What follows belongs to an exercise in optimizing a design on an open flow for small area; a production flow would make more cautious choices. In this exercise RTL edits were held to simulation tests only and were not proved equivalent to the original. Power and IR drop assume default switching activity.

## run K
## mycpu
module mycpu (
    input         rstn,
    input         clk,
    output [31:0] inst_rom_addr,
    input  [31:0] inst_rom_rdata,
    output [31:0] data_ram_addr,
    output [31:0] data_ram_wdata,
    output        data_ram_wen,
    input  [31:0] data_ram_rdata
    );
For scale: about 160 I/O pins.
==> module rf_or4, before the edit <==
module rf_or4(input wire a, input wire b, input wire c, input wire d, output wire y);
    assign y = a | b | c | d;
endmodule
==> module rf_rdec, before the edit <==
module rf_rdec(
    input  wire [4:0]  ra,
    input  wire [31:0] valid,
    output wire [31:0] sel,
    output wire        inv
    );
    wire [3:0] lo = 4'b1 << ra[1:0];
    wire [7:0] hi = 8'b1 << ra[4:2];
    genvar i;
    generate
        for (i = 0; i < 32; i = i + 1) begin : s
            rf_and3 u(.a(valid[i]), .b(lo[i % 4]), .c(hi[i / 4]), .y(sel[i]));
        end
    endgenerate
    wire [7:0] o;
    wire [1:0] h;
    generate
        for (i = 0; i < 8; i = i + 1) begin : r
            rf_or4 u(.a(sel[4*i]), .b(sel[4*i+1]), .c(sel[4*i+2]), .d(sel[4*i+3]), .y(o[i]));
        end
        for (i = 0; i < 2; i = i + 1) begin : q
            rf_or4 u(.a(o[4*i]), .b(o[4*i+1]), .c(o[4*i+2]), .d(o[4*i+3]), .y(h[i]));
        end
    endgenerate
    rf_nor2 un(.a(h[0]), .b(h[1]), .y(inv));
endmodule
Settings: LEC_CHECK=0, CAP_MARGIN=5, CORE_MARGIN=2, CORE_UTILIZATION=50, CTS_BUF_LIST=sky130_fd_sc_hd__clkbuf_4, PLACE_DENSITY=0.6, SETUP_SLACK_MARGIN=0.3, SLEW_MARGIN=5, SYNTH_HIERARCHICAL=1; clock period 13.0 ns.
standard.sh (not shown) runs the stock make flow with config.mk's settings and CLKGATE_MAP_FILE= SYNTH_SCRIPT=/design/flow/synth_recipe.tcl, a recipe that flattens the netlist after the stock synthesis.
==> flow/flow/run.sh <==
#!/bin/bash
# Standard ORFS layout (the standard.sh, unchanged synthesis, floorplan,
# power grid and tap cells), with two layout settings changed:
#  - port buffers use sky130_fd_sc_hd__buf_1 instead of the default pick;
#  - clock tree: clkbuf_4 buffers, clusters of at most 8 sinks within 40 um,
#    no dummy loads.
# All tool output goes to standard.log in the work folder (and ORFS's own
# per-step logs under orfs/logs).
set -euo pipefail
cd "$(dirname "$0")/.."
bash standard.sh \
  "BUFFER_PORTS_ARGS=-buffer_cell sky130_fd_sc_hd__buf_1" \
  "CTS_ARGS=-sink_clustering_enable -repair_clock_nets -dont_use_dummy_load -buf_list sky130_fd_sc_hd__clkbuf_4 -sink_clustering_size 8 -sink_clustering_max_diameter 40" \
  finish > standard.log 2>&1
#### Input delta (run R over run K)
-- flow/design.v --
<<< run K, line 64
    assign y = (a | b) & c;
endmodule
module rf_or4(input wire a, input wire b, input wire c, input wire d, output wire y);
    assign y = a | b | c | d;
endmodule
module rf_xor2(input wire a, input wire b, output wire y);
    assign y = a ^ b;
>>> run R, line 64
    assign y = (a | b) & c;
endmodule
module rf_xor2(input wire a, input wire b, output wire y);
    assign y = a ^ b;
<<< run K, line 125
        end
    endgenerate
    wire [7:0] o;
    wire [1:0] h;
    generate
        for (i = 0; i < 8; i = i + 1) begin : r
            rf_or4 u(.a(sel[4*i]), .b(sel[4*i+1]), .c(sel[4*i+2]), .d(sel[4*i+3]), .y(o[i]));
        end
        for (i = 0; i < 2; i = i + 1) begin : q
            rf_or4 u(.a(o[4*i]), .b(o[4*i+1]), .c(o[4*i+2]), .d(o[4*i+3]), .y(h[i]));
        end
    endgenerate
    rf_nor2 un(.a(h[0]), .b(h[1]), .y(inv));
endmodule
module regfile(
>>> run R, line 122
        end
    endgenerate
    assign inv = ~valid[ra];
endmodule
module regfile(
[summary]
- Run K vs run R, launch point of the worst path: inst_rom_rdata[19] vs inst_rom_rdata[17]
- Largest stage delay on the critical path: run R vs run K up 0.27 ns
- Of run R and run K, the run reporting the higher setup slack of the critical path after layout was run R.
- Count of clock-buffer cells in the layout (run R over run K): increase, about 1.2%
- Looking at capturing element of the worst setup path, the data_ram_addr[26] result is from run R; the data_ram_addr[27] one comes from run K.
- Run R vs. run K: core area higher, synthesized area now larger, post-synthesis to final-layout area growth has remained practically unchanged.
- Compared with run K, run R shows a higher fraction of power consumed by combinational cells.

-- what the ideal ports hide --
The results above use ideal ports. As a check the final layouts listed here were re-extracted and re-timed, cells and wires unchanged. Step 1 assumes that a clkbuf_16 drives the clock port and a buf_2 every other input. Step 2 times the ports against the registers' clock, not the clock port: input delays grow and output delays shrink by t, the midpoint of the rising clock arrivals with the driver on. a / b / c = ideal ports / drivers / drivers and shift; a / b = the first two.
run	t (ns)	slack for setup (ns)	worst hold slack (ns)
run K	1.174	0.553 / 0.526 / 0.526	0.480 / 0.480 / 0.480
run R	1.185	1.101 / 1.078 / 1.078	0.484 / 0.484 / 0.484
After both steps setup and hold are still met in every run listed. The setup slack of run K, which loses most, moves by -0.027 ns with the drivers and by -0.027 ns with both steps.
